What follows belongs to an exercise in optimizing a design on an open flow for small area, a short achievable clock period and few clock cycles; a production flow would make more cautious choices. In this exercise RTL edits were held to simulation tests only and were not proved equivalent to the original. Power figures rest on the tool's default switching activity, not on a simulated workload.

## axi_slave_ram
module axi_slave_ram #
(
    parameter C_AXI_ADDR_WIDTH = 9,
    parameter C_AXI_DATA_WIDTH = 32,
    parameter STRB_WIDTH = (C_AXI_DATA_WIDTH/8),
    parameter ID_WIDTH = 1,
    parameter PIPELINE_OUTPUT = 0
)
(
    input  wire                   clk,
    input  wire                   rst,
    input  wire [ID_WIDTH-1:0]    s_axi_awid,
    input  wire [C_AXI_ADDR_WIDTH-1:0]  s_axi_awaddr,
    input  wire [7:0]             s_axi_awlen,
    input  wire [2:0]             s_axi_awsize,
    input  wire [1:0]             s_axi_awburst,
    input  wire                   s_axi_awlock,
    input  wire [3:0]             s_axi_awcache,
    input  wire [2:0]             s_axi_awprot,
    input  wire                   s_axi_awvalid,
    output wire                   s_axi_awready,
    input  wire [C_AXI_DATA_WIDTH-1:0]  s_axi_wdata,
    input  wire [STRB_WIDTH-1:0]  s_axi_wstrb,
    input  wire                   s_axi_wlast,
    input  wire                   s_axi_wvalid,
    output wire                   s_axi_wready,
    output wire [ID_WIDTH-1:0]    s_axi_bid,
    output wire [1:0]             s_axi_bresp,
    output wire                   s_axi_bvalid,
    input  wire                   s_axi_bready,
    input  wire [ID_WIDTH-1:0]    s_axi_arid,
    input  wire [C_AXI_ADDR_WIDTH-1:0]  s_axi_araddr,
    input  wire [7:0]             s_axi_arlen,
    input  wire [2:0]             s_axi_arsize,
    input  wire [1:0]             s_axi_arburst,
    input  wire                   s_axi_arlock,
    input  wire [3:0]             s_axi_arcache,
    input  wire [2:0]             s_axi_arprot,
    input  wire                   s_axi_arvalid,
    output wire                   s_axi_arready,
    output wire [ID_WIDTH-1:0]    s_axi_rid,
    output wire [C_AXI_DATA_WIDTH-1:0]  s_axi_rdata,
    output wire [1:0]             s_axi_rresp,
    output wire                   s_axi_rlast,
    output wire                   s_axi_rvalid,
    input  wire                   s_axi_rready
);
For scale: ~10,000 cells after synthesis, about 4,700 flip-flops.
export LEC_CHECK = 0
export CAP_MARGIN = 20
export CORE_MARGIN = 2
export CORE_UTILIZATION = 65
export CTS_CLUSTER_DIAMETER = 80
export CTS_CLUSTER_SIZE = 30
export PLACE_DENSITY = 0.7
export SETUP_SLACK_MARGIN = 2.8
export SLEW_MARGIN = 20
export SYNTH_HIERARCHICAL = 1
create_clock -name core_clock -period 5.0 [get_ports {clk}]
standard.sh (not shown) runs the stock make flow with config.mk's settings and CLKGATE_MAP_FILE= SYNTH_SCRIPT=/design/flow/synth_recipe.tcl, a recipe that flattens the netlist after the stock synthesis.
==> flow/flow/run.sh <==
#!/bin/bash
export BUFFER_PORTS_ARGS="-buffer_cell sky130_fd_sc_hd__buf_2"
export MAX_REPAIR_ANTENNAS_ITER_DRT=5
bash standard.sh > standard.log 2>&1
The first run completed with no timing, DRC or antenna violations.
Testbench counts at the start, summed over its fixed seeds: cycles 12,407.
Edit:
Settings changed: PLACE_DENSITY 0.7 to 0.75, SETUP_SLACK_MARGIN 2.8 to 3.0.
Effect: Register-to-register slack is worse by 30 ps; via count climbs by a few percent; wire length went up by a few percent.
Edit:
Settings changed: CORE_UTILIZATION 65 to 60, PLACE_DENSITY 0.75 to 0.7, SETUP_SLACK_MARGIN 3.0 to 2.6.
After rerunning: Combinational power came out lower by 26%. Final cell count hardly moves. Sequential share of layout area came out higher by 1.6 points. Routed wire length came out lower by 4.5%. Worst setup slack gets better by 120 ps. Design area came out lower by 2.7%. Via count came out lower by 3.2%. Non-clock buffer count came out lower by 203. Sequential cell count is unchanged. Core utilization came out lower by 7.5 points. Register-to-register slack gets better by 120 ps.
Edit:
Settings changed: CORE_UTILIZATION 60 to 65, CTS_CLUSTER_DIAMETER 80 to 100, PLACE_DENSITY 0.7 to 0.75, SETUP_SLACK_MARGIN 2.6 to 2.8.
Result: Setup slack gets better by 22 ps. Power is lower by 0.98%. Maximum frequency goes up by 0.90%. Count of clock-buffer cells in the layout went up by 2.
Edit:
Settings changed: CTS_CLUSTER_DIAMETER 100 to 120.
The new run went through all stages and came out clean.
Sequential power barely changes.
Maximum frequency came out lower by 0.79%.
Total power is about the same.
Via count hardly moves.
Final cell count barely changes.
Design area is about the same.
Setup slack loses 20 ps.
Clock power stays flat.
Clock skew went down by 7.7 ps.
Wire length stays flat.
Synthesized area does not change.

* * *

axi_slave_ram, a different RTL version from the one above (not shown whole).
Size in the first run: roughly 10000 cells after synthesis, ~4700 flip-flops, ~150 I/O pins, about 140000 µm² of cells after synthesis.
clock: 5.0 ns
lec_check: 0
cap_margin: 20
core_margin: 2
core_utilization: 65
cts_cluster_diameter: 80
cts_cluster_size: 30
place_density: 0.75
setup_slack_margin: 2.6
slew_margin: 20
synth_hierarchical: 1
Scripts as last shown in full above: flow/flow/run.sh
The baseline finished with timing, DRC and antenna clean.
Testbench counts at the start, summed over its fixed seeds: cycles 12,407.
Rerun with:
- PLACE_DENSITY: 0.75 -> 0.7
Outcome: The new run passed the timing, design-rule and antenna checks; via count went down by 2.2%; global-route usage went down by 2.2 points; sequential share of layout area stays flat; fmax went up by 0.68%; power hardly moves; critical path depth went up by 2; worst hold slack gains 0.029 ns; design area stays flat; final cell count stays flat; non-clock buffer count went down by 20; routed wire length went down by 4.9%.
Rerun with:
==> flow/run.sh (new file) <==
#!/bin/bash
# synth_recipe.tcl (not shown) runs the flow's synth.tcl, then flattens the netlist and writes it again
# the make line also repeats each setting of config.mk as NAME=value (left out here)
make -C /OpenROAD-flow-scripts/flow DESIGN_CONFIG=/design/flow/config.mk WORK_HOME=/design/flow/orfs CLKGATE_MAP_FILE= SYNTH_SCRIPT=/design/flow/synth_recipe.tcl finish
- CORE_UTILIZATION: 65 -> 60
removed: flow/flow/run.sh
removed: flow/standard.sh
What happened: Setup slack got worse by 0.043 ns. Die area is higher by a little under a tenth. Synthesized cell count is unchanged.
Rerun with:
==> flow/flow/run.sh (new file) <==
#!/bin/bash
export BUFFER_PORTS_ARGS="-buffer_cell sky130_fd_sc_hd__buf_2"
export RECOVER_POWER=100
export MAX_REPAIR_ANTENNAS_ITER_DRT=5
bash standard.sh > standard.log 2>&1
==> flow/standard.sh (new file) <==
#!/bin/bash
# synth_recipe.tcl (not shown) runs the flow's synth.tcl, then flattens the netlist and writes it again
# the make line also repeats each setting of config.mk as NAME=value (left out here)
make -C /OpenROAD-flow-scripts/flow DESIGN_CONFIG=/design/flow/config.mk WORK_HOME=/design/flow/orfs CLKGATE_MAP_FILE= SYNTH_SCRIPT=/design/flow/synth_recipe.tcl "${@:-finish}"
removed: flow/run.sh
The new run ran to the end with violations: max-capacitance violations, max-slew violations.
Total power stays flat.
Wire length goes down by 1.0%.
Setup slack is worse by 0.99 ns.
Sequential share of layout area climbs by 0.68 points.
Utilization went down by 0.74 points.
Area after synthesis stays the same.
Critical path depth stays the same.
Rerun with:
--- a/flow/flow/run.sh
+++ b/flow/flow/run.sh
@@ -3 +2,0 @@
-export RECOVER_POWER=100
What happened: The changed run completed without violations; sequential cell count does not change; final cell count is about the same; critical path depth stays the same; hold slack stays flat; sequential share of layout area fell by 0.55 points; final area rose by about 1%; routed wire length stays flat; first-iteration DRC count fell by 0.83%; core utilization rose by 0.62 points; global-route usage stays the same; die area does not change.

[afterwards: timing with drivers on the ports]
No port has a modelled driver above. Below, the same layouts with a new extraction and two added sets of constraints.
Step 1 sets driving cells, clkbuf_16 on the clock port and buf_2 on the other inputs (assumed; they add their load-dependent delay and slew).
Step 2 times the ports against the registers' clock, not the clock port: input delays grow and output delays shrink by t, the midpoint of the rising clock arrivals with the driver on.
a / b / c = ideal / step 1 / step 2; a / b = the first two.
| run | t, ns | slack for setup (ns) | cell pins on the clock port's net |
|---|---|---|---|
| the first run of note 1 | 0.966 | 2.438 / 2.438 / 1.813 | 1 |
| the second run of note 1 | 1.004 | 2.411 / 2.394 / 1.739 | 1 |
| the third run of note 1 | 0.970 | 2.535 / 2.528 / 1.892 | 1 |
| the fourth run of note 1 | 0.978 | 2.557 / 2.457 / 1.940 | 1 |
| the fifth run of note 1 | 0.984 | 2.538 / 2.452 / 1.970 | 1 |
| the first run of note 2 | 0.976 | 2.490 / 2.389 / 1.765 | 1 |
| the second run of note 2 | 0.962 | 2.507 / 2.468 / 1.750 | 1 |
| the third run of note 2 | 0.966 | 2.464 / 2.437 / 1.471 | 1 |
| the fourth run of note 2 | 0.975 | 1.479 / 1.479 / 0.634 | 1 |
| the fifth run of note 2 | 0.974 | 2.519 / 2.509 / 1.837 | 1 |
For the third run of note 2, which loses most, drivers alone change the setup slack by -0.027 ns; drivers and shift together by -0.993 ns.
